Background: an optimization exercise with open tools, aiming at small area. Do not read the settings as production practice. Function was checked by simulation only, so behaviour that the tests miss may differ from the original. No driver is modelled on the clock port, so clocking that relies on it looks cheaper here than on a real chip. Power is estimated from default activity; no workload was simulated.

File: flow/run.sh
#!/bin/bash
# Own layout flow: the standard flow (standard.sh) unchanged, except that
# the synthesis maps the combinational logic with an area-oriented ABC script
# (flow/area.abc) instead of ORFS's delay-oriented one, and the port buffers
# are the smallest buffer cell. Registers, their names and cells are those of
# the standard synthesis (ABC maps only the logic between them).
set -euo pipefail
W=$(pwd)
export OWN_ABC_SCRIPT="$W/flow/area.abc"
# The standard flow's synthesis script, with every abc call given the script above
{
  echo 'proc abc {args} {'
  echo '  set i [lsearch -exact $args -script]'
  echo '  if {$i >= 0} { lset args [expr {$i + 1}] $::env(OWN_ABC_SCRIPT) }'
  echo '  yosys abc {*}$args'
  echo '}'
  cat "$W/synth_recipe.tcl"
} > "$W/own_synth.tcl"
sed -E -e "s#SYNTH_SCRIPT=[^ ]*synth_recipe\.tcl'?#SYNTH_SCRIPT=$W/own_synth.tcl#" \
  -e "s#CLKGATE_MAP_FILE= #CLKGATE_MAP_FILE= 'BUFFER_PORTS_ARGS=-buffer_cell sky130_fd_sc_hd__buf_1' 'CTS_ARGS=-sink_clustering_enable -repair_clock_nets -dont_use_dummy_load -root_buf sky130_fd_sc_hd__clkbuf_16 -buf_list sky130_fd_sc_hd__clkbuf_8 -sink_clustering_size 10 -sink_clustering_max_diameter 40' #" \
  "$W/standard.sh" > "$W/own_standard.sh"
grep -q "SYNTH_SCRIPT=$W/own_synth.tcl" "$W/own_standard.sh"
grep -q "BUFFER_PORTS_ARGS" "$W/own_standard.sh"
bash "$W/own_standard.sh" > "$W/own_flow.log" 2>&1
cp "$W"/orfs/logs/*/top_module1/base/1_2_yosys.log "$W/yosys.log" 2>/dev/null || true
File: flow/area.abc
strash
balance -l
resub -K 6 -l
rewrite -l
resub -K 6 -N 2 -l
refactor -l
resub -K 8 -l
balance -l
resub -K 8 -N 2 -l
rewrite -l
resub -K 10 -l
rewrite -z -l
resub -K 10 -N 2 -l
balance -l
resub -K 12 -l
refactor -z -l
resub -K 12 -N 2 -l
rewrite -z -l
balance -l
&get -n
&deepsyn -T 60
&put
balance -l
resub -K 6 -l
rewrite -l
resub -K 6 -N 2 -l
refactor -l
resub -K 8 -l
balance -l
resub -K 8 -N 2 -l
rewrite -l
resub -K 10 -l
rewrite -z -l
resub -K 10 -N 2 -l
balance -l
resub -K 12 -l
refactor -z -l
resub -K 12 -N 2 -l
rewrite -z -l
balance -l
dch -f
amap
topo
File: design.v
`timescale 1ns / 1ps
module top_module1(clk_i, rst, h_sync, v_sync, red_o, green_o, blue_o, x_in, y_in, ps2clk, ps2data, ld1);
input clk_i;
input rst;
input x_in;
input y_in;
output h_sync;
output v_sync;
output [3:0] red_o;
output [3:0] green_o;
output [3:0] blue_o;
input ps2clk;
input ps2data;
output ld1;
function [6:0] xpred;
    input [5:0] d;
    case (d)
        6'd0: xpred = 7'd16;
        6'd1: xpred = 7'd16;
        6'd2: xpred = 7'd16;
        6'd3: xpred = 7'd16;
        6'd4: xpred = 7'd16;
        6'd5: xpred = 7'd16;
        6'd6: xpred = 7'd16;
        6'd7: xpred = 7'd8;
        6'd8: xpred = 7'd8;
        6'd9: xpred = 7'd8;
        6'd10: xpred = 7'd8;
        6'd11: xpred = 7'd8;
        6'd12: xpred = 7'd8;
        6'd13: xpred = 7'd12;
        6'd14: xpred = 7'd12;
        6'd15: xpred = 7'd12;
        6'd16: xpred = 7'd12;
        6'd17: xpred = 7'd12;
        6'd18: xpred = 7'd12;
        6'd19: xpred = 7'd4;
        6'd20: xpred = 7'd4;
        6'd21: xpred = 7'd4;
        6'd22: xpred = 7'd4;
        6'd23: xpred = 7'd4;
        6'd24: xpred = 7'd68;
        6'd25: xpred = 7'd0;
        6'd26: xpred = 7'd0;
        6'd27: xpred = 7'd0;
        6'd28: xpred = 7'd0;
        6'd29: xpred = 7'd0;
        6'd30: xpred = 7'd0;
        6'd31: xpred = 7'd0;
        6'd32: xpred = 7'd0;
        6'd33: xpred = 7'd0;
        6'd34: xpred = 7'd0;
        6'd35: xpred = 7'd0;
        6'd36: xpred = 7'd0;
        6'd37: xpred = 7'd0;
        6'd38: xpred = 7'd0;
        6'd39: xpred = 7'd0;
        6'd40: xpred = 7'd34;
        6'd41: xpred = 7'd2;
        6'd42: xpred = 7'd2;
        6'd43: xpred = 7'd2;
        6'd44: xpred = 7'd2;
        6'd45: xpred = 7'd2;
        6'd46: xpred = 7'd3;
        6'd47: xpred = 7'd3;
        6'd48: xpred = 7'd3;
        6'd49: xpred = 7'd3;
        6'd50: xpred = 7'd3;
        6'd51: xpred = 7'd3;
        6'd52: xpred = 7'd1;
        6'd53: xpred = 7'd1;
        6'd54: xpred = 7'd1;
        6'd55: xpred = 7'd1;
        6'd56: xpred = 7'd1;
        6'd57: xpred = 7'd1;
        6'd58: xpred = 7'd16;
        6'd59: xpred = 7'd16;
        6'd60: xpred = 7'd16;
        6'd61: xpred = 7'd16;
        6'd62: xpred = 7'd16;
        6'd63: xpred = 7'd16;
    endcase
endfunction
function [6:0] ypred;
    input [6:0] d;
    case (d)
        7'd0: ypred = 7'd16;
        7'd1: ypred = 7'd16;
        7'd2: ypred = 7'd16;
        7'd3: ypred = 7'd16;
        7'd4: ypred = 7'd16;
        7'd5: ypred = 7'd16;
        7'd6: ypred = 7'd16;
        7'd7: ypred = 7'd16;
        7'd8: ypred = 7'd16;
        7'd9: ypred = 7'd4;
        7'd10: ypred = 7'd4;
        7'd11: ypred = 7'd4;
        7'd12: ypred = 7'd4;
        7'd13: ypred = 7'd4;
        7'd14: ypred = 7'd4;
        7'd15: ypred = 7'd4;
        7'd16: ypred = 7'd4;
        7'd17: ypred = 7'd12;
        7'd18: ypred = 7'd12;
        7'd19: ypred = 7'd12;
        7'd20: ypred = 7'd12;
        7'd21: ypred = 7'd12;
        7'd22: ypred = 7'd12;
        7'd23: ypred = 7'd12;
        7'd24: ypred = 7'd12;
        7'd25: ypred = 7'd8;
        7'd26: ypred = 7'd8;
        7'd27: ypred = 7'd8;
        7'd28: ypred = 7'd8;
        7'd29: ypred = 7'd8;
        7'd30: ypred = 7'd8;
        7'd31: ypred = 7'd8;
        7'd32: ypred = 7'd72;
        7'd33: ypred = 7'd0;
        7'd34: ypred = 7'd0;
        7'd35: ypred = 7'd0;
        7'd36: ypred = 7'd0;
        7'd37: ypred = 7'd0;
        7'd38: ypred = 7'd0;
        7'd39: ypred = 7'd0;
        7'd40: ypred = 7'd0;
        7'd41: ypred = 7'd0;
        7'd42: ypred = 7'd0;
        7'd43: ypred = 7'd0;
        7'd44: ypred = 7'd0;
        7'd45: ypred = 7'd0;
        7'd46: ypred = 7'd0;
        7'd47: ypred = 7'd0;
        7'd48: ypred = 7'd0;
        7'd49: ypred = 7'd0;
        7'd50: ypred = 7'd0;
        7'd51: ypred = 7'd0;
        7'd52: ypred = 7'd0;
        7'd53: ypred = 7'd0;
        7'd54: ypred = 7'd0;
        7'd55: ypred = 7'd0;
        7'd56: ypred = 7'd0;
        7'd57: ypred = 7'd0;
        7'd58: ypred = 7'd0;
        7'd59: ypred = 7'd0;
        7'd60: ypred = 7'd0;
        7'd61: ypred = 7'd0;
        7'd62: ypred = 7'd0;
        7'd63: ypred = 7'd0;
        7'd64: ypred = 7'd0;
        7'd65: ypred = 7'd0;
        7'd66: ypred = 7'd0;
        7'd67: ypred = 7'd0;
        7'd68: ypred = 7'd0;
        7'd69: ypred = 7'd0;
        7'd70: ypred = 7'd0;
        7'd71: ypred = 7'd0;
        7'd72: ypred = 7'd0;
        7'd73: ypred = 7'd0;
        7'd74: ypred = 7'd0;
        7'd75: ypred = 7'd0;
        7'd76: ypred = 7'd0;
        7'd77: ypred = 7'd0;
        7'd78: ypred = 7'd0;
        7'd79: ypred = 7'd0;
        7'd80: ypred = 7'd0;
        7'd81: ypred = 7'd0;
        7'd82: ypred = 7'd0;
        7'd83: ypred = 7'd0;
        7'd84: ypred = 7'd0;
        7'd85: ypred = 7'd0;
        7'd86: ypred = 7'd0;
        7'd87: ypred = 7'd0;
        7'd88: ypred = 7'd0;
        7'd89: ypred = 7'd0;
        7'd90: ypred = 7'd0;
        7'd91: ypred = 7'd0;
        7'd92: ypred = 7'd0;
        7'd93: ypred = 7'd0;
        7'd94: ypred = 7'd0;
        7'd95: ypred = 7'd0;
        7'd96: ypred = 7'd33;
        7'd97: ypred = 7'd1;
        7'd98: ypred = 7'd1;
        7'd99: ypred = 7'd1;
        7'd100: ypred = 7'd1;
        7'd101: ypred = 7'd1;
        7'd102: ypred = 7'd1;
        7'd103: ypred = 7'd1;
        7'd104: ypred = 7'd3;
        7'd105: ypred = 7'd3;
        7'd106: ypred = 7'd3;
        7'd107: ypred = 7'd3;
        7'd108: ypred = 7'd3;
        7'd109: ypred = 7'd3;
        7'd110: ypred = 7'd3;
        7'd111: ypred = 7'd3;
        7'd112: ypred = 7'd2;
        7'd113: ypred = 7'd2;
        7'd114: ypred = 7'd2;
        7'd115: ypred = 7'd2;
        7'd116: ypred = 7'd2;
        7'd117: ypred = 7'd2;
        7'd118: ypred = 7'd2;
        7'd119: ypred = 7'd2;
        7'd120: ypred = 7'd16;
        7'd121: ypred = 7'd16;
        7'd122: ypred = 7'd16;
        7'd123: ypred = 7'd16;
        7'd124: ypred = 7'd16;
        7'd125: ypred = 7'd16;
        7'd126: ypred = 7'd16;
        7'd127: ypred = 7'd16;
    endcase
endfunction
function [4:0] pad_w;
    input [5:0] d;
    case (d)
        6'd0: pad_w = 5'd15;
        6'd1: pad_w = 5'd15;
        6'd2: pad_w = 5'd15;
        6'd3: pad_w = 5'd15;
        6'd4: pad_w = 5'd15;
        6'd5: pad_w = 5'd15;
        6'd6: pad_w = 5'd15;
        6'd7: pad_w = 5'd15;
        6'd8: pad_w = 5'd14;
        6'd9: pad_w = 5'd14;
        6'd10: pad_w = 5'd13;
        6'd11: pad_w = 5'd13;
        6'd12: pad_w = 5'd13;
        6'd13: pad_w = 5'd12;
        6'd14: pad_w = 5'd11;
        6'd15: pad_w = 5'd10;
        6'd16: pad_w = 5'd10;
        6'd17: pad_w = 5'd8;
        6'd18: pad_w = 5'd7;
        6'd19: pad_w = 5'd5;
        6'd20: pad_w = 5'd0;
        6'd21: pad_w = 5'd0;
        6'd22: pad_w = 5'd0;
        6'd23: pad_w = 5'd0;
        6'd24: pad_w = 5'd0;
        6'd25: pad_w = 5'd0;
        6'd26: pad_w = 5'd0;
        6'd27: pad_w = 5'd0;
        6'd28: pad_w = 5'd0;
        6'd29: pad_w = 5'd0;
        6'd30: pad_w = 5'd0;
        6'd31: pad_w = 5'd0;
        6'd32: pad_w = 5'd0;
        6'd33: pad_w = 5'd0;
        6'd34: pad_w = 5'd0;
        6'd35: pad_w = 5'd0;
        6'd36: pad_w = 5'd0;
        6'd37: pad_w = 5'd0;
        6'd38: pad_w = 5'd0;
        6'd39: pad_w = 5'd0;
        6'd40: pad_w = 5'd0;
        6'd41: pad_w = 5'd0;
        6'd42: pad_w = 5'd0;
        6'd43: pad_w = 5'd0;
        6'd44: pad_w = 5'd0;
        6'd45: pad_w = 5'd5;
        6'd46: pad_w = 5'd7;
        6'd47: pad_w = 5'd8;
        6'd48: pad_w = 5'd10;
        6'd49: pad_w = 5'd10;
        6'd50: pad_w = 5'd11;
        6'd51: pad_w = 5'd12;
        6'd52: pad_w = 5'd13;
        6'd53: pad_w = 5'd13;
        6'd54: pad_w = 5'd13;
        6'd55: pad_w = 5'd14;
        6'd56: pad_w = 5'd14;
        6'd57: pad_w = 5'd15;
        6'd58: pad_w = 5'd15;
        6'd59: pad_w = 5'd15;
        6'd60: pad_w = 5'd15;
        6'd61: pad_w = 5'd15;
        6'd62: pad_w = 5'd15;
        6'd63: pad_w = 5'd15;
    endcase
endfunction
function [3:0] puck_w;
    input [4:0] d;
    case (d)
        5'd0: puck_w = 4'd9;
        5'd1: puck_w = 4'd9;
        5'd2: puck_w = 4'd9;
        5'd3: puck_w = 4'd9;
        5'd4: puck_w = 4'd9;
        5'd5: puck_w = 4'd9;
        5'd6: puck_w = 4'd8;
        5'd7: puck_w = 4'd8;
        5'd8: puck_w = 4'd7;
        5'd9: puck_w = 4'd6;
        5'd10: puck_w = 4'd5;
        5'd11: puck_w = 4'd4;
        5'd12: puck_w = 4'd0;
        5'd13: puck_w = 4'd0;
        5'd14: puck_w = 4'd0;
        5'd15: puck_w = 4'd0;
        5'd16: puck_w = 4'd0;
        5'd17: puck_w = 4'd0;
        5'd18: puck_w = 4'd0;
        5'd19: puck_w = 4'd0;
        5'd20: puck_w = 4'd0;
        5'd21: puck_w = 4'd4;
        5'd22: puck_w = 4'd5;
        5'd23: puck_w = 4'd6;
        5'd24: puck_w = 4'd7;
        5'd25: puck_w = 4'd8;
        5'd26: puck_w = 4'd8;
        5'd27: puck_w = 4'd9;
        5'd28: puck_w = 4'd9;
        5'd29: puck_w = 4'd9;
        5'd30: puck_w = 4'd9;
        5'd31: puck_w = 4'd9;
    endcase
endfunction
function [4:0] arc_w;
    input [5:0] d;
    case (d)
        6'd0: arc_w = 5'd18;
        6'd1: arc_w = 5'd18;
        6'd2: arc_w = 5'd18;
        6'd3: arc_w = 5'd18;
        6'd4: arc_w = 5'd18;
        6'd5: arc_w = 5'd18;
        6'd6: arc_w = 5'd18;
        6'd7: arc_w = 5'd18;
        6'd8: arc_w = 5'd17;
        6'd9: arc_w = 5'd17;
        6'd10: arc_w = 5'd17;
        6'd11: arc_w = 5'd16;
        6'd12: arc_w = 5'd16;
        6'd13: arc_w = 5'd16;
        6'd14: arc_w = 5'd15;
        6'd15: arc_w = 5'd15;
        6'd16: arc_w = 5'd14;
        6'd17: arc_w = 5'd13;
        6'd18: arc_w = 5'd12;
        6'd19: arc_w = 5'd11;
        6'd20: arc_w = 5'd10;
        6'd21: arc_w = 5'd9;
        6'd22: arc_w = 5'd8;
        6'd23: arc_w = 5'd6;
        6'd24: arc_w = 5'd0;
        6'd25: arc_w = 5'd0;
        6'd26: arc_w = 5'd0;
        6'd27: arc_w = 5'd0;
        6'd28: arc_w = 5'd0;
        6'd29: arc_w = 5'd0;
        6'd30: arc_w = 5'd0;
        6'd31: arc_w = 5'd0;
        6'd32: arc_w = 5'd0;
        6'd33: arc_w = 5'd0;
        6'd34: arc_w = 5'd0;
        6'd35: arc_w = 5'd0;
        6'd36: arc_w = 5'd0;
        6'd37: arc_w = 5'd0;
        6'd38: arc_w = 5'd0;
        6'd39: arc_w = 5'd0;
        6'd40: arc_w = 5'd0;
        6'd41: arc_w = 5'd6;
        6'd42: arc_w = 5'd8;
        6'd43: arc_w = 5'd9;
        6'd44: arc_w = 5'd10;
        6'd45: arc_w = 5'd11;
        6'd46: arc_w = 5'd12;
        6'd47: arc_w = 5'd13;
        6'd48: arc_w = 5'd14;
        6'd49: arc_w = 5'd15;
        6'd50: arc_w = 5'd15;
        6'd51: arc_w = 5'd16;
        6'd52: arc_w = 5'd16;
        6'd53: arc_w = 5'd16;
        6'd54: arc_w = 5'd17;
        6'd55: arc_w = 5'd17;
        6'd56: arc_w = 5'd17;
        6'd57: arc_w = 5'd18;
        6'd58: arc_w = 5'd18;
        6'd59: arc_w = 5'd18;
        6'd60: arc_w = 5'd18;
        6'd61: arc_w = 5'd18;
        6'd62: arc_w = 5'd18;
        6'd63: arc_w = 5'd18;
    endcase
endfunction
function [11:0] rsub;
    input [11:0] a;
    input [11:0] b;
    reg br;
    integer k;
    begin
        br = 1'b0;
        for (k = 0; k < 12; k = k + 1) begin
            rsub[k] = a[k] ^ b[k] ^ br;
            br = (~a[k] & b[k]) | (~(a[k] ^ b[k]) & br);
        end
    end
endfunction
function ult;
    input [11:0] a;
    input [11:0] b;
    reg br;
    integer k;
    begin
        br = 1'b0;
        for (k = 0; k < 12; k = k + 1)
            br = (~a[k] & b[k]) | (~(a[k] ^ b[k]) & br);
        ult = br;
    end
endfunction
function [11:0] radd;
    input [11:0] a;
    input [11:0] b;
    reg c;
    integer k;
    begin
        c = 1'b0;
        for (k = 0; k < 12; k = k + 1) begin
            radd[k] = a[k] ^ b[k] ^ c;
            c = (a[k] & b[k]) | ((a[k] ^ b[k]) & c);
        end
    end
endfunction
reg [2:0] ph;
wire ce = (ph[1:0] == 2'b01);
wire gtick = (ph == 3'd1);
reg [9:0] hc;    
reg [9:0] vc;    
reg trig;
wire h_end = hc[9] & hc[8] & hc[5];         
wire v_end = vc[9] & vc[3] & vc[2];         
always @(posedge clk_i)
    if (rst) ph <= 3'd0;
    else ph <= ph + 3'd1;
always @(posedge clk_i)
    if (rst || (ce && h_end)) hc <= 10'd0;
    else hc <= hc + {9'd0, ce};
always @(posedge clk_i)
    if (rst) trig <= 1'b0;
    else if (ce) trig <= h_end;
wire vinc = ce & trig;
always @(posedge clk_i)
    if (rst || (vinc && v_end)) vc <= 10'd0;
    else vc <= vc + {9'd0, vinc};
assign h_sync = ult(hc, 656) || !ult(hc, 752);
assign v_sync = ult(vc, 490) || !ult(vc, 492);
reg read;
reg [11:0] count_reading;
reg prev_clk;
reg scan_err;
reg [10:0] scan_code;
reg trig_arr;
reg [3:0] kcount;
reg [3:0] code_id;
reg [3:0] key_id;
function [3:0] key_of;
    input [7:0] c;
    case (c)
        8'h75: key_of = 4'b0100;
        8'h72: key_of = 4'b0101;
        8'h6B: key_of = 4'b0110;
        8'h74: key_of = 4'b0111;
        8'h1D: key_of = 4'b1000;
        8'h1B: key_of = 4'b1001;
        8'h1C: key_of = 4'b1010;
        8'h23: key_of = 4'b1011;
        8'h5A: key_of = 4'b1100;
        8'h29: key_of = 4'b1101;
        default: key_of = 4'b0000;
    endcase
endfunction
always @(posedge clk_i)
    if (ce && !read) count_reading <= 12'd0;
    else count_reading <= count_reading + {11'd0, ce};
always @(posedge clk_i)
    if (ce && ps2clk != prev_clk && !ps2clk) scan_code <= {ps2data, scan_code[10:1]};
always @(posedge clk_i)
    if (ce) begin
        if (ps2clk != prev_clk) begin
            if (!ps2clk) scan_err <= 1'b0;
        end else if (kcount == 4'd11)
            scan_err <= !scan_code[10] || scan_code[0] || !(^scan_code[9:1]);
    end
wire ps_edge = ps2clk != prev_clk;
wire ps_fall = ce & ps_edge & !ps2clk;
wire ps_chk = ce & !ps_edge & (kcount == 4'd11);
wire ps_tmo = ce & !ps_edge & ult(kcount, 11) && !ult(count_reading, 4000);
always @(posedge clk_i)
    if (rst || ps_chk || ps_tmo) kcount <= 4'd0;
    else kcount <= kcount + {3'd0, ps_fall};
always @(posedge clk_i)
    if (rst) begin
        read <= 1'b0;
        trig_arr <= 1'b0;
        prev_clk <= 1'b1;
    end else if (ce) begin
        if (ps_edge) begin
            if (!ps2clk) read <= 1'b1;
        end else if (kcount == 4'd11) begin
            read <= 1'b0;
            trig_arr <= 1'b1;
        end else begin
            trig_arr <= 1'b0;
            if (ps_tmo) read <= 1'b0;
        end
        prev_clk <= ps2clk;
    end
always @(posedge clk_i)
    if (rst) begin
        code_id <= 4'd0;
        key_id <= 4'd0;
    end else if (ce) begin
        code_id <= (trig_arr && !scan_err) ? key_of(scan_code[8:1]) : 4'd0;
        key_id <= code_id;
    end
wire k_dn_pad = (key_id[3:2] == 2'b01);
wire k_up_pad = (key_id[3:2] == 2'b10);
wire k_up    = (key_id == 4'b0100);
wire enter   = (key_id == 4'b1100);
wire space   = (key_id == 4'b1101);
assign ld1 = k_up;
reg [2:0] score_1;
reg [2:0] score_2;
reg [23:0] cm;
reg w1, v1, x_mov, y_mov;
reg [10:0] pc_x;
reg [10:0] pc_y;
reg [8:0] upc_x;     
reg [7:0] upc_y;     
reg [8:0] dpc_x;     
reg [7:0] dpy;       
reg start, game_on, pause, p1, p2;
reg seg_v;           
reg [2:0] seg_s1;    
reg [2:0] seg_s2;
wire [8:0] dpc_y = {1'b1, dpy};
wire xy = x_in & y_in;
wire [9:0] px = hc;
wire [9:0] py = vc;
wire pc_lo_x = (pc_x[10:9] == 2'b00);
wire pc_lo_y = (pc_y[10:9] == 2'b00);
wire [11:0] cux = rsub({3'b0, pc_x[8:0]}, {3'b0, upc_x});
wire [11:0] cuy = rsub({3'b0, pc_y[8:0]}, {4'b0, upc_y});
wire [11:0] cdx = rsub({3'b0, pc_x[8:0]}, {3'b0, dpc_x});
wire [11:0] cdy = rsub({3'b0, pc_y[8:0]}, {3'b0, dpc_y});
wire cux_n = pc_lo_x && ((cux[9:5] == 5'h00) || (cux[9:5] == 5'h1f));
wire cuy_n = pc_lo_y && ((cuy[9:6] == 4'h0) || (cuy[9:6] == 4'hf));
wire cdx_n = pc_lo_x && ((cdx[9:5] == 5'h00) || (cdx[9:5] == 5'h1f));
wire cdy_n = pc_lo_y && ((cdy[9:6] == 4'h0) || (cdy[9:6] == 4'hf));
function [7:0] coll;
    input near;
    input [5:0] dx;
    input [6:0] dy;
    reg [6:0] xp, yp;
    begin
        xp = near ? xpred(dx) : 7'd0;
        yp = ypred(dy);
        coll[0] = (xp[0] & yp[0]) | (xp[1] & yp[1]);
        coll[1] = (xp[2] & yp[2]) | (xp[3] & yp[3]);
        coll[2] = (xp[2] & yp[1]) | (xp[3] & yp[0]);
        coll[3] = (xp[0] & yp[3]) | (xp[1] & yp[2]);
        coll[4] = xp[4] & yp[5];
        coll[5] = xp[4] & yp[6];
        coll[6] = yp[4] & xp[5];
        coll[7] = yp[4] & xp[6];
    end
endfunction
wire [7:0] cu = coll(cux_n & cuy_n, cux[5:0], cuy[6:0]);
wire [7:0] cd = coll(cdx_n & cdy_n, cdx[5:0], cdy[6:0]);
function in_row;
    input [5:0] r;
    input [5:0] dy;      
    reg [5:0] m;
    begin
        m = dy[5] ? ~dy : dy;    
        in_row = dy[5] ? ult(m + 6'd1, r) : ult(m, r);
    end
endfunction
wire [10:0] pk_x = xy ? pc_x : 11'd320;
wire [10:0] pk_y = xy ? pc_y : 11'd240;
wire [8:0] ux = xy ? upc_x : 9'd320;
wire [7:0] uy = xy ? upc_y : 8'd100;
wire [8:0] dx_ = xy ? dpc_x : 9'd320;
wire [7:0] dyl = xy ? dpy : 8'd124;
wire [11:0] ppx = rsub({2'b0, px}, {2'b0, pk_x[9:0]});
wire [11:0] ppy = rsub({2'b0, py}, {2'b0, pk_y[9:0]});
wire ppx_near = !pk_x[10] && ((ppx[10:4] == 7'h00) || (ppx[10:4] == 7'h7f)) && !ult(pk_x, 9);
wire ppy_near = !pk_y[10] && ((ppy[10:4] == 7'h00) || (ppy[10:4] == 7'h7f)) && !ult(pk_y, 12);
wire [4:0] ppx_a = ppx[4] ? 5'd0 - ppx[4:0] : ppx[4:0];
wire puck_on = ppx_near && ppy_near && ult(ppx_a, puck_w(ppy[4:0]));
wire [11:0] upx = rsub({3'b0, px[8:0]}, {3'b0, ux});
wire [11:0] upy = rsub({4'b0, py[7:0]}, {4'b0, uy});
wire upx_near = !px[9] && ((upx[9:4] == 6'h00) || (upx[9:4] == 6'h3f));
wire upy_near = (py[9:8] == 2'b00) && ((upy[8:5] == 4'h0) || (upy[8:5] == 4'hf));
wire [4:0] upx_a = upx[4] ? 5'd0 - upx[4:0] : upx[4:0];
wire up_on = upx_near && upy_near && ult(upx_a, pad_w(upy[5:0]));
wire [11:0] dpx = rsub({3'b0, px[8:0]}, {3'b0, dx_});
wire [11:0] dpy_d = rsub({3'b0, py[8:0]}, {3'b001, dyl});
wire dpx_near = !px[9] && ((dpx[9:4] == 6'h00) || (dpx[9:4] == 6'h3f));
wire dpy_near = !py[9] && ((dpy_d[9:5] == 5'h00) || (dpy_d[9:5] == 5'h1f));
wire [4:0] dpx_a = dpx[4] ? 5'd0 - dpx[4:0] : dpx[4:0];
wire dn_on = dpx_near && dpy_near && ult(dpx_a, pad_w(dpy_d[5:0]));
wire [11:0] px320 = {2'b0, px} - 12'd320;
wire arc_rb = !ult(py, 407) && ult(py, 454);
wire arc_rt = !ult(py, 27) && ult(py, 74);
wire [5:0] arc_dy = arc_rb ? py[5:0] - 6'd46 : py[5:0] - 6'd50;
wire [4:0] arc_ax = px[5] ? 5'd0 - px[4:0] : px[4:0];     
wire arc_on = (arc_rb | arc_rt) && !ult(px, 303) && ult(px, 338) && ult(arc_ax, arc_w(arc_dy));
wire side = ult(px, 161) || !ult(px, 480) || ult(py, 21) || !ult(py, 460);
wire sg = start & game_on;
wire s7 = (score_1 == 3'd7) || (score_2 == 3'd7);
wire step = sg & gtick & ~space & ~pause & ((|cm[23:5]) | (&cm[4:0]));
wire move = step & x_mov & y_mov;
wire gx = ult(pc_x, 342) && (!ult(pc_x, 299) || ult(pc_x, 9));
wire goal_b = move && (pc_y == 11'd448) && gx;
wire goal_t = move && (pc_y == 11'd32) && gx && !goal_b;
wire init_puck = !xy && !side && puck_on;
wire init_up = !xy && up_on;
wire init_dn = !xy && dn_on;
wire cg = sg & gtick;    
wire [7:0] ccu = cg ? cu : 8'd0;
wire [7:0] ccd = cg ? cd : 8'd0;
wire cxd = ccd[7] | ccd[6] | ccd[3] | ccd[2] | ccd[1] | ccd[0];
wire cxu = ccu[7] | ccu[6] | ccu[3] | ccu[2] | ccu[1] | ccu[0];
wire cx = cxd | cxu;
wire cx_pos = cxd ? (ccd[7] | (~ccd[6] & ~ccd[3] & (ccd[2] | ccd[1])))
                  : (ccu[7] | (~ccu[6] & ~ccu[3] & (ccu[2] | ccu[1])));
wire cyd = |ccd[5:0];
wire cyu = |ccu[5:0];
wire cy = cyd | cyu;
wire cy_pos = cyd ? (ccd[5] | (~ccd[4] & ~ccd[3] & ~ccd[2] & ccd[1]))
                  : (ccu[5] | (~ccu[4] & ~ccu[3] & ~ccu[2] & ccu[1]));
wire wall_l = !ult(pc_x, 9) && ult(pc_x, 169);
wire wall_r = ult(471, pc_x);
wire wall_t = !ult(pc_y, 12) && ult(pc_y, 32);
wire wall_b = ult(448, pc_y);
wire w_m = (move & wall_l) ? 1'b0 : (move & wall_r) ? 1'b1 : w1;
wire v_m = (move & wall_t) ? 1'b1 : (move & wall_b) ? 1'b0 : v1;
reg nw1, nv1;
always @* begin
    nw1 = w_m;
    if (ccu[0]) nw1 = 1'b1;
    if (ccu[1]) nw1 = 1'b0;
    if (ccu[2]) nw1 = 1'b0;
    if (ccu[3]) nw1 = 1'b1;
    if (ccu[6]) nw1 = ~w1;
    if (ccu[7]) nw1 = ~w1;
    if (ccd[0]) nw1 = 1'b1;
    if (ccd[1]) nw1 = 1'b0;
    if (ccd[2]) nw1 = 1'b0;
    if (ccd[3]) nw1 = 1'b1;
    if (ccd[6]) nw1 = ~w1;
    if (ccd[7]) nw1 = ~w1;
    nv1 = v_m;
    if (ccu[0]) nv1 = 1'b0;
    if (ccu[1]) nv1 = 1'b1;
    if (ccu[2]) nv1 = 1'b0;
    if (ccu[3]) nv1 = 1'b1;
    if (ccu[4]) nv1 = ~v1;
    if (ccu[5]) nv1 = ~v1;
    if (ccd[0]) nv1 = 1'b0;
    if (ccd[1]) nv1 = 1'b1;
    if (ccd[2]) nv1 = 1'b0;
    if (ccd[3]) nv1 = 1'b1;
    if (ccd[4]) nv1 = ~v1;
    if (ccd[5]) nv1 = ~v1;
end
wire idle = ~x_mov & ~y_mov;
wire goal = goal_b | goal_t;
wire nxm = ~goal & (x_mov | (idle & ((|ccu[3:0]) | (|ccd[3:0]) | ccd[6] | ccd[7])));
wire nym = ~goal & (y_mov | (idle & ((|ccu[3:0]) | (|ccd[3:0]) | ccd[4] | ccd[5])));
wire xc = init_puck | (~cx & ((enter & ~game_on) | goal | (cg & s7 & ~move)));
wire yc = init_puck | (~cy & (goal | (cg & s7 & ~move)));
wire [10:0] ycv = init_puck ? 11'd240 : goal_b ? 11'd280 : goal_t ? 11'd200 : 11'd240;
wire [2:0] xd = cx ? (cx_pos ? 3'b010 : 3'b110) : move ? (w1 ? 3'b111 : 3'b001) : 3'b000;
wire [2:0] yd = cy ? (cy_pos ? 3'b010 : 3'b110) : move ? (v1 ? 3'b001 : 3'b111) : 3'b000;
wire [11:0] pc_x_sum = radd({1'b0, pc_x}, {{9{xd[2]}}, xd});
wire [10:0] pc_x_add = pc_x_sum[10:0];
wire [11:0] pc_y_sum = radd({1'b0, pc_y}, {{9{yd[2]}}, yd});
wire [10:0] pc_y_add = pc_y_sum[10:0];
wire pad_rst = (enter & ~game_on) | goal_b | goal_t;
wire mv = sg & (key_id[3:2] != 2'b00) & (key_id[3:2] != 2'b11);
wire kdir = key_id[0];           
wire khor = key_id[1];
wire [8:0] pad_sel = k_up_pad ? (khor ? upc_x : {1'b0, upc_y}) : (khor ? dpc_x : {1'b0, dpy});
wire [11:0] pad_sum = radd({3'b0, pad_sel}, {{11{~kdir}}, 1'b1});
wire [8:0] pad_nxt = pad_sum[8:0];
wire upc_x_mv = mv & k_up_pad & khor & (kdir ? ult(upc_x, 465) : ult(175, upc_x));
wire upc_y_mv = mv & k_up_pad & ~khor & (kdir ? ult(upc_y, 220) : ult(40, upc_y));
wire dpc_x_mv = mv & k_dn_pad & khor & (kdir ? ult(dpc_x, 465) : ult(175, dpc_x));
wire dpy_mv = mv & k_dn_pad & ~khor & (kdir ? ult(dpy, 184) : ult(4, dpy));
always @(posedge clk_i)
    if (rst) begin
        p1 <= 1'b0;
        p2 <= 1'b0;
        game_on <= 1'b0;
        pause <= 1'b0;
        w1 <= 1'b0;
        v1 <= 1'b0;
        pc_x <= 11'd320;
        pc_y <= 11'd240;
        upc_x <= 9'd320;
        upc_y <= 8'd100;
        dpc_x <= 9'd320;
        dpy <= 8'd124;
        start <= 1'b0;
        x_mov <= 1'b0;
        y_mov <= 1'b0;
        seg_v <= 1'b0;
    end else begin
        if (enter && ~start) start <= 1'b1;
        if (enter && ~game_on) begin
            start <= 1'b0;
            game_on <= 1'b1;
        end
        if (cg) begin
            if (s7) begin
                game_on <= 1'b0;
                if (score_1 == 3'd7) p1 <= 1'b1;
                else p2 <= 1'b1;
            end
            if (space) pause <= ~pause;
            seg_v <= 1'b1;
        end
        w1 <= nw1;
        v1 <= nv1;
        x_mov <= nxm;
        y_mov <= nym;
        pc_x <= xc ? 11'd320 : pc_x_add;
        pc_y <= yc ? ycv : pc_y_add;
        if (pad_rst || init_up) begin
            upc_x <= 9'd320;
            upc_y <= 8'd100;
        end else begin
            if (upc_x_mv) upc_x <= pad_nxt;
            if (upc_y_mv) upc_y <= pad_nxt[7:0];
        end
        if (pad_rst || init_dn) begin
            dpc_x <= 9'd320;
            dpy <= 8'd124;
        end else begin
            if (dpc_x_mv) dpc_x <= pad_nxt;
            if (dpy_mv) dpy <= pad_nxt[7:0];
        end
    end
always @(posedge clk_i)
    if (rst || step) cm <= 24'd0;
    else cm <= cm + {23'd0, cg};
wire score_clr = rst || (enter && ~game_on) || (!xy && !side);
always @(posedge clk_i)
    if (score_clr) begin
        score_1 <= 3'd0;
        score_2 <= 3'd0;
    end else begin
        score_1 <= score_1 + {2'd0, goal_t};
        score_2 <= score_2 + {2'd0, goal_b};
    end
function [6:0] segs;
    input [2:0] s;
    case (s)
        3'd0: segs = 7'b1110111;
        3'd1: segs = 7'b0100100;
        3'd2: segs = 7'b1011101;
        3'd3: segs = 7'b1101101;
        3'd4: segs = 7'b0101110;
        3'd5: segs = 7'b1101011;
        3'd6: segs = 7'b1111011;
        default: segs = 7'b0100101;
    endcase
endfunction
always @(posedge clk_i)
    if (cg) begin
        seg_s1 <= score_1;
        seg_s2 <= score_2;
    end
wire [6:0] sa = seg_v ? segs(seg_s1) : 7'd0;
wire [6:0] sb = seg_v ? segs(seg_s2) : 7'd0;
function in_box;
    input [9:0] v;
    input [9:0] lo;
    input [9:0] hi;
    in_box = !ult(v, lo) && !ult(hi, v);
endfunction
wire seg_r = !ult(px, 480);
wire [4:0] seg_xh = px[9:5] - 5'd15;
wire [9:0] seg_x = seg_r ? {seg_xh, px[4:0]} : px;
wire [6:0] seg_d = seg_r ? sb : sa;
wire sx1 = in_box(seg_x, 25, 45);
wire sx2 = in_box(seg_x, 50, 110);
wire sx3 = in_box(seg_x, 115, 135);
wire sy1 = in_box(py, 120, 140);
wire sy2 = in_box(py, 145, 225);
wire sy3 = in_box(py, 230, 250);
wire sy4 = in_box(py, 255, 335);
wire sy5 = in_box(py, 340, 360);
wire seg_hit = (sx2 & (sy1 | sy3 | sy5)) | ((sx1 | sx3) & (sy2 | sy4));
wire seg_lit = (sx2 & sy1 & seg_d[0]) | (sx2 & sy3 & seg_d[3]) | (sx2 & sy5 & seg_d[6]) |
               (sx1 & sy2 & seg_d[1]) | (sx1 & sy4 & seg_d[4]) | (sx3 & sy2 & seg_d[2]) | (sx3 & sy4 & seg_d[5]);
reg txt;
always @* begin
    txt = 1'b0;
    if (~start) begin
        if (in_box(px, 281, 291) && in_box(py, 226, 227)) txt = 1'b1;
        if (in_box(px, 279, 280) && in_box(py, 228, 238)) txt = 1'b1;
        if (in_box(px, 281, 291) && in_box(py, 239, 240)) txt = 1'b1;
        if (in_box(px, 292, 293) && in_box(py, 241, 251)) txt = 1'b1;
        if (in_box(px, 281, 291) && in_box(py, 252, 253)) txt = 1'b1;
        if (in_box(px, 293, 307) && in_box(py, 226, 227)) txt = 1'b1;
        if (in_box(px, 300, 301) && in_box(py, 226, 253)) txt = 1'b1;
        if (in_box(px, 312, 322) && in_box(py, 226, 227)) txt = 1'b1;
        if (in_box(px, 310, 311) && in_box(py, 228, 238)) txt = 1'b1;
        if (in_box(px, 310, 311) && in_box(py, 241, 251)) txt = 1'b1;
        if (in_box(px, 312, 322) && in_box(py, 239, 240)) txt = 1'b1;
        if (in_box(px, 323, 324) && in_box(py, 228, 238)) txt = 1'b1;
        if (in_box(px, 323, 324) && in_box(py, 241, 251)) txt = 1'b1;
        if (in_box(px, 329, 339) && in_box(py, 226, 227)) txt = 1'b1;
        if (in_box(px, 327, 328) && in_box(py, 228, 238)) txt = 1'b1;
        if (in_box(px, 327, 328) && in_box(py, 241, 251)) txt = 1'b1;
        if (in_box(px, 329, 339) && in_box(py, 239, 240)) txt = 1'b1;
        if (in_box(px, 340, 341) && in_box(py, 228, 238)) txt = 1'b1;
        if (in_box(px, 337, 338) && in_box(py, 241, 251)) txt = 1'b1;
        if (in_box(px, 344, 358) && in_box(py, 226, 227)) txt = 1'b1;
        if (in_box(px, 351, 352) && in_box(py, 226, 253)) txt = 1'b1;
    end else if (pause) begin
        if (in_box(px, 281, 291) && in_box(py, 226, 227)) txt = 1'b1;
        if (in_box(px, 279, 280) && in_box(py, 228, 238)) txt = 1'b1;
        if (in_box(px, 281, 291) && in_box(py, 239, 240)) txt = 1'b1;
        if (in_box(px, 279, 280) && in_box(py, 241, 251)) txt = 1'b1;
        if (in_box(px, 292, 293) && in_box(py, 228, 238)) txt = 1'b1;
        if (in_box(px, 298, 308) && in_box(py, 226, 227)) txt = 1'b1;
        if (in_box(px, 296, 297) && in_box(py, 228, 238)) txt = 1'b1;
        if (in_box(px, 298, 308) && in_box(py, 239, 240)) txt = 1'b1;
        if (in_box(px, 296, 297) && in_box(py, 241, 251)) txt = 1'b1;
        if (in_box(px, 309, 310) && in_box(py, 228, 238)) txt = 1'b1;
        if (in_box(px, 309, 310) && in_box(py, 241, 251)) txt = 1'b1;
        if (in_box(px, 315, 325) && in_box(py, 252, 253)) txt = 1'b1;
        if (in_box(px, 313, 314) && in_box(py, 228, 238)) txt = 1'b1;
        if (in_box(px, 313, 314) && in_box(py, 241, 251)) txt = 1'b1;
        if (in_box(px, 326, 327) && in_box(py, 228, 238)) txt = 1'b1;
        if (in_box(px, 326, 327) && in_box(py, 241, 251)) txt = 1'b1;
        if (in_box(px, 332, 342) && in_box(py, 226, 227)) txt = 1'b1;
        if (in_box(px, 330, 331) && in_box(py, 228, 238)) txt = 1'b1;
        if (in_box(px, 332, 342) && in_box(py, 239, 240)) txt = 1'b1;
        if (in_box(px, 332, 342) && in_box(py, 252, 253)) txt = 1'b1;
        if (in_box(px, 343, 344) && in_box(py, 241, 251)) txt = 1'b1;
        if (in_box(px, 349, 359) && in_box(py, 226, 227)) txt = 1'b1;
        if (in_box(px, 347, 348) && in_box(py, 228, 238)) txt = 1'b1;
        if (in_box(px, 349, 359) && in_box(py, 239, 240)) txt = 1'b1;
        if (in_box(px, 349, 359) && in_box(py, 252, 253)) txt = 1'b1;
        if (in_box(px, 347, 348) && in_box(py, 241, 251)) txt = 1'b1;
    end else if (~game_on) begin
        if (in_box(px, 281, 291) && in_box(py, 226, 227)) txt = 1'b1;
        if (in_box(px, 279, 280) && in_box(py, 228, 238)) txt = 1'b1;
        if (in_box(px, 281, 291) && in_box(py, 239, 240)) txt = 1'b1;
        if (in_box(px, 279, 280) && in_box(py, 241, 251)) txt = 1'b1;
        if (in_box(px, 292, 293) && in_box(py, 228, 238)) txt = 1'b1;
        if (p1) begin
            if (in_box(px, 298, 308) && in_box(py, 226, 227)) txt = 1'b1;
            if (in_box(px, 309, 310) && in_box(py, 228, 238)) txt = 1'b1;
            if (in_box(px, 298, 308) && in_box(py, 239, 240)) txt = 1'b1;
            if (in_box(px, 298, 308) && in_box(py, 252, 253)) txt = 1'b1;
            if (in_box(px, 296, 297) && in_box(py, 241, 251)) txt = 1'b1;
        end else if (p2) begin
            if (in_box(px, 309, 310) && in_box(py, 228, 238)) txt = 1'b1;
            if (in_box(px, 309, 310) && in_box(py, 241, 251)) txt = 1'b1;
        end
        if (in_box(px, 315, 325) && in_box(py, 252, 253)) txt = 1'b1;
        if (in_box(px, 313, 314) && in_box(py, 228, 238)) txt = 1'b1;
        if (in_box(px, 313, 314) && in_box(py, 241, 251)) txt = 1'b1;
        if (in_box(px, 326, 327) && in_box(py, 228, 238)) txt = 1'b1;
        if (in_box(px, 326, 327) && in_box(py, 241, 251)) txt = 1'b1;
        if (in_box(px, 328, 338) && in_box(py, 252, 253)) txt = 1'b1;
        if (in_box(px, 339, 340) && in_box(py, 228, 238)) txt = 1'b1;
        if (in_box(px, 339, 340) && in_box(py, 241, 251)) txt = 1'b1;
        if (in_box(px, 345, 355) && in_box(py, 226, 227)) txt = 1'b1;
        if (in_box(px, 345, 355) && in_box(py, 252, 253)) txt = 1'b1;
        if (in_box(px, 343, 344) && in_box(py, 228, 238)) txt = 1'b1;
        if (in_box(px, 343, 344) && in_box(py, 241, 251)) txt = 1'b1;
        if (in_box(px, 356, 357) && in_box(py, 228, 238)) txt = 1'b1;
        if (in_box(px, 356, 357) && in_box(py, 241, 251)) txt = 1'b1;
        if (in_box(px, 362, 372) && in_box(py, 226, 227)) txt = 1'b1;
        if (in_box(px, 360, 361) && in_box(py, 228, 238)) txt = 1'b1;
        if (in_box(px, 360, 361) && in_box(py, 241, 251)) txt = 1'b1;
        if (in_box(px, 373, 374) && in_box(py, 228, 238)) txt = 1'b1;
        if (in_box(px, 373, 374) && in_box(py, 241, 251)) txt = 1'b1;
    end
end
wire banner = ~(start & ~pause & game_on);
wire gray = banner && ult(223, py) && ult(py, 257);
reg r_f, r_n, g_f, g_n, b_f, b_n;
reg nr_f, nr_n, ng_f, ng_n, nb_f, nb_n;
always @* begin
    if (side) begin
        nr_f = seg_hit & seg_lit;
        nr_n = seg_hit;
        ng_f = 1'b0; ng_n = 1'b0;
        nb_f = 1'b0; nb_n = 1'b0;
    end else begin
        nr_f = 1'b0; ng_f = 1'b0; nb_f = 1'b1;
        if (ult(290, px) && ult(px, 350) && (ult(py, 50) || ult(430, py))) begin
            nr_f = 1'b1; ng_f = 1'b1; nb_f = 1'b1;
        end
        if ((py == 10'd239) || (py == 10'd240)) begin
            nr_f = 1'b0; ng_f = 1'b0; nb_f = 1'b0;
        end
        if (arc_on) begin
            nr_f = 1'b1; ng_f = 1'b1; nb_f = 1'b1;
        end
        if (puck_on) begin
            nr_f = 1'b1; ng_f = 1'b0; nb_f = 1'b0;
        end
        if (up_on || dn_on) begin
            nr_f = 1'b1; ng_f = 1'b1; nb_f = 1'b0;
        end
        nr_n = nr_f; ng_n = ng_f; nb_n = nb_f;
        if (gray) begin
            nr_f = 1'b0; ng_f = 1'b0; nb_f = 1'b0;
            nr_n = 1'b1; ng_n = 1'b1; nb_n = 1'b1;
        end
        if (txt) begin
            nr_f = 1'b1; ng_f = 1'b0; nb_f = 1'b0;
            nr_n = 1'b1; ng_n = 1'b0; nb_n = 1'b0;
        end
    end
end
always @(posedge clk_i)
    if (rst) begin
        r_f <= 1'b0; r_n <= 1'b0;
        g_f <= 1'b0; g_n <= 1'b0;
        b_f <= 1'b0; b_n <= 1'b0;
    end else begin
        r_f <= nr_f; r_n <= nr_n;
        g_f <= ng_f; g_n <= ng_n;
        b_f <= nb_f; b_n <= nb_n;
    end
assign red_o = {r_f, r_f, r_n, r_f};
assign green_o = {g_f, g_f, g_n, g_f};
assign blue_o = {b_f, b_f, b_n, b_f};
endmodule
File: constraint.sdc
create_clock -name core_clock -period 20.0 [get_ports {clk_i}]
set_input_delay 4.0000 -clock core_clock [delete_from_list [all_inputs] [get_ports {clk_i}]]
set_output_delay 4.0000 -clock core_clock [all_outputs]
set_load 0.01 [all_outputs]
File: config.mk
export PLATFORM = sky130hd
export DESIGN_NAME = top_module1
export DESIGN_NICKNAME = top_module1
export VERILOG_FILES = /design/flow/design.v
export SDC_FILE = /design/flow/constraint.sdc
export NUM_CORES = 4
export LEC_CHECK = 0
export CAP_MARGIN = 20
export CORE_MARGIN = 2
export CORE_UTILIZATION = 65
export SLEW_MARGIN = 20
File: standard.sh
#!/bin/bash
# synth_recipe.tcl (not shown) runs the flow's synth.tcl, then flattens the netlist and writes it again
# the make line also repeats each setting of config.mk as NAME=value (left out here)
make -C /OpenROAD-flow-scripts/flow DESIGN_CONFIG=/design/flow/config.mk WORK_HOME=/design/flow/orfs CLKGATE_MAP_FILE= SYNTH_SCRIPT=/design/flow/synth_recipe.tcl "${@:-finish}"
==> flow_summary_export.csv, run 1 <==
group,metric,value,unit
place,detailedPlacementHpwl,30500,µm
global_route,grt.overflow.total,0,
sta,finalSetupTns,0,ns
clock_tree,numCtsBuffers,17,
detailed_routing,viasPerCell,6.30,
sta,fin_crit_sh,53.7,%
clock_tree,clkLatencyLatePin,0.41,ns
yosys,async_reset_ff_share,0,%
sta,drv_slew,0,
worst_setup_path,critPathMaxStageDelay,0.56,ns
pwr,power_density,40.8,nW/µm²
worst_setup_path,cp_data_required_time,20.28,ns
yosys,synth_top_area_share,22.5,%
floorplanning,die_w,149,µm
global_route,grt_pass1_wl,61800,µm
yosys,ys.flop_type,"dfxtp_1",
pwr,power.leakage,4.89,nW
worst_setup_path,reg2reg_slack,9.26,ns
sta,relSlewSlack,39.9,%
run_status,status,"timing/DRC/antenna clean",
clock_tree,cts_root_buf,"clkbuf_16",
detailed_routing,dr.pass1.iters,6,
worst_setup_path,crit_path_end_kind,"flop",
cells_and_area,finalNetCount,1972,
detailed_routing,dr_wl_met3,3570,µm
detailed_routing,met2_length,17000,µm
yosys,synth-seq-cells,171,
floorplanning,start_util,66.8,%
yosys,synthTopCellsByArea,"dfxtp_1 23%, fa_1 15%, ha_1 8.7%",
sta,final.setup_skew,0.0542,ns
cells_and_area,layoutNonFillerInstCount,2035,
worst_setup_path,worst-path-max-fanout,8,
clock_tree,h-tree-depth,4,
worst_setup_path,crit_type,"flop to flop",
clock_tree,clkTransAtPathRegs,0.09,ns
detailed_routing,wirelength_met1,16100,µm
detailed_routing,routed.top_layer,"met4",
detailed_routing,dr_total_vias,12829,
worst_setup_path,cp_top_family,"adder cells",
yosys,synth_top_cell_by_area,"dfxtp_1",
floorplanning,dieArea,22100,µm²
clock_tree,cts_hold_buffers,0,
worst_setup_path,critPathArrivalTime,11.02,ns
yosys,synth_edf_count,18,
detailed_routing,drc,0,
sta,fmax,93.1,MHz
clock_tree,postCtsSetupBuffers,0,
global_route,first_global_vias,12302,
worst_hold_path,hp-class,"flop to flop",
floorplanning,rows,52,
cells_and_area,antenna_cells,0,
worst_setup_path,crit_top_cell,"fa_1",
place,gp_congestion,0.973,
global_route,grt_max_degree,42,
place,dp_cells,2018,
yosys,syn_area,13600,µm²
sta,tightestPinTransition,0.895,ns
sta,rsz0062_at_grt,"no",
place,post-place-ws,9.26,ns
sta,finalWorstSetupSlack,9.26,ns
global_route,grt_use_total,35.6,%
worst_setup_path,slowest_stage,"fa_1",
place,post_dp_cell_area,14000,µm²
yosys,avgSynthCellArea,7.85,µm²
yosys,synth_cells,1733,
detailed_routing,wl,38400,µm
cells_and_area,drive_gt1_share,1.42,%
sta,hold_violations,0,
detailed_routing,ant_nets,0,
worst_setup_path,path_buf_inv,3,
clock_tree,clockBufferDepth,2,
clock_tree,ctsResizeCount,0,
flow_run,drv_cap,0,
floorplanning,die_height,149,µm
floorplanning,boundaryPins,21,
cells_and_area,stdcell_area,14200,µm²
yosys,synth_nets,1938,
detailed_routing,wl_per_cell,18.9,µm
global_route,antenna_found_initial,0,
cells_and_area,syn_to_final_growth,4.60,%
yosys,yosys_warnings,1,
yosys,synth_seq_area_share,26.5,%
worst_setup_path,crit_path_start_kind,"flop",
detailed_routing,drtIter0Drc,1323,
sta,finalSetupViolations,0,
pwr,irDropWorstVdd,0.0000603,V
sta,fin_crit,10.74,ns
sta,fin_hold_ws,0.464,ns
clock_tree,cts_tree,"built",
clock_tree,clock-sinks,171,
yosys,synthDistinctLibCells,57,
place,placement.io_buffers,20,
floorplanning,coreArea,20400,µm²
-- metal layers --
metal / up-vias / global-route usage [%]
met4: 0 / 14.3
met2: 566 / 55.7
li1: 6116 / -
met1: 6024 / 48.5
met3: 123 / 7.64
met5: - / 0
-- metrics by stage --
step                      util, %  total power (W)
after floorplan                 -         0.000381
after global routing         69.8         0.000600
final                        69.8         0.000581
after CTS                    69.8         0.000582
after detailed placement     68.6         0.000391
after global placement       68.6         0.000390
-- cell families (layout without fill, tap and decap cells) --
family,count (synthesis),in the layout,share of synthesized area [%]
buffers and inverters,276,308,7.95
and+or+nand+nor,691,691,22.7
DFF,171,171,26.5
xor gates and xnor gates,1,1,0.0644
adders and majority gates,199,199,24.1
AOI/OAI and AO/OA,395,395,18.8
-- flip-flops by register name, summed over array words and instances, names as in the netlist, 3 cells and up --
| register | flops |
|---|---|
| upc_y | 8 |
| pc_y | 11 |
| kcount | 4 |
| code_id | 4 |
| hc | 10 |
| count_reading | 12 |
| seg_s1 | 3 |
| vc | 10 |
| upc_x | 9 |
| scan_code | 11 |
| cm | 24 |
| key_id | 4 |
| dpc_x | 9 |
| dpy | 8 |
| ph | 3 |
| pc_x | 11 |
| score_1 | 3 |
| seg_s2 | 3 |
| score_2 | 3 |
-- cell usage after synthesis, types with 30 or more instances --
library cell,count
o21ai_0,79
dfxtp_1,153
nand2_1,165
nor4_1,30
clkinv_1,264
nor2_1,297
nand3_1,40
o22ai_1,63
a211oi_1,34
nor3_1,63
a31oi_1,32
fa_1,104
a21oi_1,80
ha_1,95
-- worst paths after layout --
check,startpoint,to,depth (start not counted)
worst max register to register,pc_x[0],pc_y[10],36
worst min register to register,ph[0],ph[0],1
worst max-delay path,pc_x[0],pc_y[10],36
worst min-delay path,ph[0],ph[0],1
-- area by class of cell --
class,count,area (µm²)
tap,270,338
timing repair buffer,27,128
inverter,264,991
clock buffer,17,245
fill,1741,6140
multi-input combinational,1286,8920
sequential,171,3600
-- report_power, final --
| group | switching (W) | total [W] | internal (W) |
|---|---|---|---|
| Sequential | 0.00000300 | 0.000353 | 0.000350 |
| Clock | 0.000116 | 0.000197 | 0.0000807 |
| Combinational | 0.0000211 | 0.0000308 | 0.00000971 |
-- layout by cell type (no fill, tap or decap), types with 8 or more instances in the layout --
master	n
or2_0	13
nand2_1	165
buf_1	20
o21ai_0	78
or3_1	12
nand4_1	13
and3_1	15
edfxtp_1	18
clkbuf_8	16
a211oi_1	34
nor2b_1	15
clkinv_1	264
nand3_1	40
ha_1	95
nor3_1	62
fa_1	104
a21oi_1	80
o21a_1	16
a22oi_1	8
a41oi_1	10
nor4_1	30
o22ai_1	63
a31oi_1	32
nor2_1	297
dfxtp_1	153
==> run 2, diff against run 1 <==
==> flow/run.sh (replaced) <==
#!/bin/bash
# Own layout flow: the standard flow (standard.sh), with three changes:
# the synthesis maps the combinational logic with an area-oriented ABC script
# (flow/area.abc) instead of ORFS's delay-oriented one; the port buffers are
# the smallest buffer cell; and clock tree synthesis inserts no dummy loads
# and uses smaller clock buffers. Registers, their names and cells are those
# of the standard synthesis (ABC maps only the logic between them).
set -euo pipefail
W=$(pwd)
export OWN_ABC_SCRIPT="$W/flow/area.abc"
export BUFFER_PORTS_ARGS="-buffer_cell sky130_fd_sc_hd__buf_1"
export CTS_ARGS="-sink_clustering_enable -repair_clock_nets -dont_use_dummy_load -root_buf sky130_fd_sc_hd__clkbuf_16 -buf_list {sky130_fd_sc_hd__clkbuf_8 sky130_fd_sc_hd__clkbuf_16}"
# The standard flow's synthesis script, with every abc call given the script above
{
  echo 'proc abc {args} {'
  echo '  set i [lsearch -exact $args -script]'
  echo '  if {$i >= 0} { lset args [expr {$i + 1}] $::env(OWN_ABC_SCRIPT) }'
  echo '  yosys abc {*}$args'
  echo '}'
  cat "$W/synth_recipe.tcl"
} > "$W/own_synth.tcl"
sed -E "s#SYNTH_SCRIPT=[^ ]*synth_recipe\.tcl'?#SYNTH_SCRIPT=$W/own_synth.tcl#" "$W/standard.sh" > "$W/own_standard.sh"
grep -q "SYNTH_SCRIPT=$W/own_synth.tcl" "$W/own_standard.sh"
bash "$W/own_standard.sh" > "$W/own_flow.log" 2>&1
cp "$W"/orfs/logs/*/top_module1/base/1_2_yosys.log "$W/yosys.log" 2>/dev/null || true
cp "$W"/orfs/logs/*/top_module1/base/4_1_cts.log "$W/cts.log" 2>/dev/null || true
==> run 2 against run 1 <==
Net effect: still clean on timing, DRC and antenna; power grew 13%; setup slack gained 0.013 ns; non-clock buffer count is the same; final cell count is the same; worst hold slack lost 0.0046 ns; count of clock-buffer cells in the layout is the same; combinational power is essentially flat; final area grew 1.3%; sequential power is essentially flat; area after synthesis is the same; via count is essentially flat; flip-flop and latch count is the same; largest cell class unchanged.
==> flow_summary_export.csv, run 2 <==
group,metric,value,unit
run_status,status,"timing/DRC/antenna clean",
detailed_routing,wl,38300,µm
yosys,synth_xor_area_share,0.0644,%
place,placement.io_buffers,20,
worst_setup_path,cp_data_required_time,20.32,ns
yosys,yosysMostFrequentCell,"nor2_1",
floorplanning,coreArea,20400,µm²
cells_and_area,largest_register,"cm",
sta,finalWorstSetupSlack,9.27,ns
cells_and_area,nFillCells,1699,
floorplanning,dieArea,22100,µm²
floorplanning,boundaryPins,21,
clock_tree,cts_hold_buffers,0,
global_route,grt_max_degree,42,
clock_tree,ctsResizeCount,0,
cells_and_area,multi_input_area,8920,µm²
yosys,synth_top_cell_by_area,"dfxtp_1",
sta,fin_hold_ws,0.459,ns
yosys,avgSynthCellArea,7.85,µm²
yosys,yosys.area_share.simple,22.7,%
clock_tree,clockBufferDepth,2,
yosys,synth_compound_area_share,18.8,%
floorplanning,die_height,149,µm
sta,final.setup_skew,0.0352,ns
yosys,synthAdderAreaFrac,24.1,%
sta,relSlewSlack,37.4,%
cells_and_area,antenna_cells,0,
floorplanning,start_util,66.8,%
worst_setup_path,critPathMaxStageDelay,0.55,ns
cells_and_area,final_common_cell,"nor2_1",
cells_and_area,drive_gt1_share,1.42,%
yosys,yosys_warnings,1,
pwr,power_density,45.7,nW/µm²
yosys,synth_seq_area_share,26.5,%
flow_run,drv_cap,0,
floorplanning,rows,52,
place,detailedPlacementHpwl,30500,µm
place,gp_congestion,0.973,
yosys,async_reset_ff_share,0,%
worst_setup_path,crit_path_end_kind,"flop",
sta,fmax,93.2,MHz
detailed_routing,wl_per_cell,18.8,µm
clock_tree,h-tree-depth,4,
pwr,power.leakage,4.97,nW
worst_setup_path,crit_path_start_kind,"flop",
clock_tree,clkTransAtPathRegs,0.07,ns
cells_and_area,finalNetCount,1972,
yosys,yosys-top-cells-count,"297 x nor2_1, 264 x clkinv_1, 165 x nand2_1",
worst_setup_path,slowest_stage,"fa_1",
clock_tree,cts_tree,"built",
global_route,first_global_vias,12357,
worst_setup_path,worst-path-max-fanout,8,
sta,drv_slew,0,
global_route,antenna_found_initial,0,
cells_and_area,largest_register_ffs,24,
detailed_routing,drtIter0Drc,1156,
pwr,sw_frac_of_total,22.7,%
worst_setup_path,critPathArrivalTime,11.05,ns
clock_tree,postCtsSetupBuffers,0,
pwr,p_sw,0.000150,W
pwr,pwr-share-seq,53.8,%
detailed_routing,viasPerCell,6.30,
yosys,synthTopCellsByArea,"dfxtp_1 23%, fa_1 15%, ha_1 8.7%",
place,post-place-ws,9.26,ns
yosys,synthDistinctLibCells,57,
global_route,grt.overflow.total,0,
detailed_routing,dr_total_vias,12820,
cells_and_area,reg_top3,"cm: 24 flops, count_reading: 12 flops",
sta,hold_violations,0,
yosys,synth_nets,1938,
global_route,grt_pass1_wl,61600,µm
yosys,synth-seq-cells,171,
yosys,synth_edf_count,18,
clock_tree,clkLatencyLatePin,0.45,ns
yosys,ys.flop_type,"dfxtp_1",
sta,finalSetupTns,0,ns
yosys,synthMuxAreaShare,0,%
clock_tree,clock-sinks,171,
clock_tree,cts_root_buf,"clkbuf_16",
yosys,syn_area,13600,µm²
worst_setup_path,crit_type,"flop to flop",
sta,fin_crit,10.73,ns
cells_and_area,seq_area,3600,µm²
sta,tightestPinTransition,0.932,ns
sta,finalSetupViolations,0,
yosys,synth_cells,1733,
sta,rsz0062_at_grt,"no",
pwr,p_int,0.000508,W
worst_setup_path,crit_top_cell,"fa_1",
pwr,clkPwrFrac,41.6,%
pwr,irDropWorstVdd,0.0000602,V
cells_and_area,syn_to_final_growth,5.93,%
detailed_routing,ant_nets,0,
clock_tree,numCtsBuffers,17,
detailed_routing,drc,0,
worst_hold_path,hp-class,"flop to flop",
floorplanning,die_w,149,µm
yosys,synth_top_family_by_area,"adder cells",
sta,fin_crit_sh,53.7,%
pwr,combPwrFrac,4.7,%
global_route,grt_use_total,35.7,%
cells_and_area,final_cell_mix,"297 x nor2_1, 264 x clkinv_1, 165 x nand2_1, 153 x dfxtp_1, 104 x fa_1",
detailed_routing,dr.pass1.iters,6,
yosys,synth_top_area_share,22.5,%
## run 2: cell counts after synthesis
No cell type changed its count.
## run 2: area by class of cell
type | count | share of cell area (%)
flip-flops and latches | 171 | 25.0
inverters | 264 | 6.88
well taps | 270 | 2.35
repair buffers | 27 | 0.886
clock buffers | 17 | 2.95
multi-input cells | 1286 | 61.9
## run 2: worst max-delay path: cells and delay by family, from the launching register on
family | cells | cell delay [ns]
AOI/OAI and AO/OA | 5 | 0.75
adders and majority gates | 17 | 6.45
buffers and inverters | 3 | 0.63
DFF | 1 | 0.32
and+or+nand+nor | 11 | 2.47
## run 2: path summary, 6_finish.rpt
path | from | end | slack (ns) | cells past startpoint
worst max-delay path | pc_x[0] | pc_y[10] | 9.27 | 36
worst max register to register | pc_x[0] | pc_y[10] | 9.27 | 36
worst min-delay path | ph[0] | ph[0] | 0.46 | 1
worst min register to register | ph[0] | ph[0] | 0.46 | 1
## run 2: per-stage QoR
step / total power, W / cells / instance area (µm²) / utilization [%]
floorplan: 0.000381 / 1733 / 13600 / -
global placement: 0.000390 / 2018 / 14000 / 68.6
detailed placement: 0.000391 / 2018 / 14000 / 68.6
CTS: 0.000659 / 2035 / 14400 / 70.7
global route: 0.000678 / 2035 / 14400 / 70.7
finish: 0.000658 / 2035 / 14400 / 70.7
## run 2: power groups by stage
stage,registers [W],logic (W),clock network (W)
floorplan,0.000360,0.0000207,0
global placement,0.000361,0.0000292,0
detailed placement,0.000361,0.0000300,0
CTS,0.000354,0.0000304,0.000275
global route,0.000354,0.0000344,0.000290
finish,0.000354,0.0000307,0.000273
## run 2: routing by layer
layer / vias to the layer above / wire [µm] / GRT usage [%]
li1: 6130 / - / -
met1: 5963 / 15800 / 46.9
met2: 607 / 16900 / 55.0
met3: 118 / 3770 / 9.91
met4: 2 / 1740 / 15.7
met5: - / 94 / 3.41
## run 2: cell families (layout without fill, tap and decap cells)
group / after synthesis / after routing
buf+inv: 276 / 308
flops: 171 / 171
xor+xnor: 1 / 1
compound gates: 395 / 395
simple gates: 691 / 691
fa+ha+maj: 199 / 199
==> run 3, diff against run 2 <==
--- a/flow/run.sh
+++ b/flow/run.sh
@@ -10,5 +10,5 @@
 export OWN_ABC_SCRIPT="$W/flow/area.abc"
 export BUFFER_PORTS_ARGS="-buffer_cell sky130_fd_sc_hd__buf_1"
-export CTS_ARGS="-sink_clustering_enable -repair_clock_nets -dont_use_dummy_load -root_buf sky130_fd_sc_hd__clkbuf_16 -buf_list {sky130_fd_sc_hd__clkbuf_8 sky130_fd_sc_hd__clkbuf_16}"
+export CTS_ARGS="-sink_clustering_enable -repair_clock_nets -dont_use_dummy_load -buf_list sky130_fd_sc_hd__clkbuf_16"
 # The standard flow's synthesis script, with every abc call given the script above
 {
==> run 3 against run 2 <==
Net effect: fmax stayed put; non-clock buffer count unchanged; die area did not move; wire length did not move; sequential power about the same; count of clock-buffer cells in the layout did not move; worst hold slack unchanged; first-iteration DRC count unchanged; via count is the same; final cell count did not move; clock skew unchanged; global-route usage is the same; critical endpoint unchanged; highest routed layer unchanged.
==> flow_summary_export.csv, run 3 <==
group,metric,value,unit
worst_hold_path,whs_path_depth,1,
yosys,synth-seq-cells,171,
yosys,synthTopCellsByArea,"dfxtp_1 23%, fa_1 15%, ha_1 8.7%",
cells_and_area,antenna_cells,0,
cells_and_area,final_cell_mix,"297 x nor2_1, 264 x clkinv_1, 165 x nand2_1, 153 x dfxtp_1, 104 x fa_1",
clock_tree,clockBufferDepth,2,
worst_setup_path,crit_type,"flop to flop",
worst_hold_path,hp-class,"flop to flop",
sta,drv_slew,0,
global_route,antenna_found_initial,0,
yosys,yosys_warnings,1,
pwr,power.leakage,4.97,nW
cells_and_area,fin_util,70.7,%
worst_setup_path,reg2reg_slack,9.27,ns
global_route,met3_usage,9.91,%
worst_setup_path,slowest_stage,"fa_1",
sta,hold_violations,0,
global_route,grt_pass1_wl,61600,µm
clock_tree,cts_tree,"built",
floorplanning,boundaryPins,21,
cells_and_area,largest_register_ffs,24,
worst_setup_path,timing.rr.start,"pc_x[0]",
yosys,ys.flop_type,"dfxtp_1",
global_route,use_met1,46.9,%
detailed_routing,wl_per_cell,18.8,µm
yosys,avgSynthCellArea,7.85,µm²
yosys,yosys-top-cells-count,"297 x nor2_1, 264 x clkinv_1, 165 x nand2_1",
detailed_routing,drtIter0Drc,1156,
yosys,synth_seq_area_share,26.5,%
yosys,synth_top_cell_by_area,"dfxtp_1",
cells_and_area,reg_top3,"cm: 24 flops, count_reading: 12 flops",
worst_setup_path,critPathArrivalTime,11.05,ns
detailed_routing,wl,38300,µm
yosys,synth_nets,1938,
yosys,synthDistinctLibCells,57,
worst_hold_path,min-delay-start,"ph[0]",
clock_tree,cts_root_buf,"clkbuf_16",
clock_tree,h-tree-depth,4,
global_route,grt_max_degree,42,
floorplanning,die_height,149,µm
clock_tree,numCtsBuffers,17,
worst_setup_path,crit_path_end_kind,"flop",
place,placement.io_buffers,20,
sta,fin_crit_sh,53.7,%
global_route,grt_use_total,35.7,%
floorplanning,die_w,149,µm
cells_and_area,final_common_cell,"nor2_1",
worst_setup_path,cp_data_required_time,20.32,ns
yosys,yosysMostFrequentCell,"nor2_1",
detailed_routing,dr.pass1.iters,6,
sta,fin_crit,10.73,ns
global_route,grt.overflow.total,0,
yosys,synth_cells,1733,
clock_tree,ctsResizeCount,0,
floorplanning,coreArea,20400,µm²
floorplanning,dieArea,22100,µm²
detailed_routing,dr_total_vias,12820,
cells_and_area,finalNetCount,1972,
global_route,grt_use_met2,55.0,%
pwr,irDropWorstVdd,0.0000602,V
yosys,synth_edf_count,18,
clock_tree,clkTransAtPathRegs,0.07,ns
flow_run,drv_cap,0,
detailed_routing,ant_nets,0,
global_route,busiest_layer,"met2",
worst_setup_path,crit_top_cell,"fa_1",
sta,tightestPinTransition,0.932,ns
clock_tree,postCtsSetupBuffers,0,
clock_tree,clkLatencyLatePin,0.45,ns
run_status,status,"timing/DRC/antenna clean",
worst_setup_path,r2r_end,"pc_y[10]",
sta,final.setup_skew,0.0352,ns
worst_hold_path,hold_end,"ph[0]",
place,gp_congestion,0.973,
worst_setup_path,reg2reg_depth,36,
sta,relSlewSlack,37.4,%
yosys,async_reset_ff_share,0,%
clock_tree,clock-sinks,171,
yosys,syn_area,13600,µm²
clock_tree,cts_hold_buffers,0,
detailed_routing,drc,0,
yosys,synth_top_area_share,22.5,%
global_route,first_global_vias,12357,
sta,finalSetupTns,0,ns
sta,fmax,93.2,MHz
pwr,power_density,45.7,nW/µm²
floorplanning,start_util,66.8,%
detailed_routing,viasPerCell,6.30,
worst_setup_path,crit_path_start_kind,"flop",
cells_and_area,syn_to_final_growth,5.93,%
sta,rsz0062_at_grt,"no",
floorplanning,rows,52,
sta,finalSetupViolations,0,
worst_setup_path,critPathMaxStageDelay,0.55,ns
worst_setup_path,worst-path-max-fanout,8,
cells_and_area,largest_register,"cm",
place,detailedPlacementHpwl,30500,µm
cells_and_area,drive_gt1_share,1.42,%
[run 3: final cells by class]
| type | instances | area [µm²] |
|---|---|---|
| Tap cell | 270 | 338 |
| Inverter | 264 | 991 |
| Multi-Input combinational cell | 1286 | 8920 |
| Timing Repair Buffer | 27 | 128 |
| Fill cell | 1699 | 5960 |
| Sequential cell | 171 | 3600 |
| Clock buffer | 17 | 425 |
[run 3: worst max path at each step]
stage          slack, ns  depth (start not counted)  endpoint    start
6_report            9.27                         36  pc_y[10]  pc_x[0]
3_3_place_gp        9.58                         36  pc_y[10]  pc_x[0]
4_1_cts             9.28                         36  pc_y[10]  pc_x[0]
2_1_floorplan      10.07                         36  pc_y[10]  pc_x[0]
3_5_place_dp        9.26                         36  pc_y[10]  pc_x[0]
5_1_grt             8.62                         36  pc_y[10]  pc_x[0]
[run 3: cell families after synthesis]
kind of cell | synth area share (%)
adder cells (fa/ha/maj) | 24.1
AND/OR/NAND/NOR | 22.7
flip-flops | 26.5
AO/OA/AOI/OAI | 18.8
buffers and inverters | 7.95
XOR/XNOR | 0.0644
[run 3: layer usage]
metal  share of wire [%]  routed length (µm)  vias up
met1                  41               15800     5963
met5                0.25                  94        -
met4                 4.5                1740        2
met2                  44               16900      607
met3                 9.8                3770      118
li1                    -                   -     6130
[run 3: power by group]
part           internal (W)  total (W)  switching, W
combinational    0.00000968  0.0000307     0.0000210
clock              0.000148   0.000273      0.000126
sequential         0.000351   0.000354    0.00000303
[run 3: through the flow]
step	std cells	setup slack [ns]	instance area, µm²	hold WS [ns]	power (W)
6_report	2035	9.27	14400	0.459	0.000658
5_1_grt	2035	8.62	14400	0.478	0.000678
4_1_cts	2035	9.28	14400	0.461	0.000659
3_5_place_dp	2018	9.26	14000	0.442	0.000391
3_3_place_gp	2018	9.58	14000	0.434	0.000390
2_1_floorplan	1733	10.07	13600	0.415	0.000381
[run 3: worst max-delay path: cells and delay by family, from the launching register on]
family / cells / cell delay, ns
buffers and inverters: 3 / 0.63
adder cells (fa/ha/maj): 17 / 6.45
flip-flops: 1 / 0.32
AO/OA/AOI/OAI: 5 / 0.75
AND/OR/NAND/NOR: 11 / 2.47
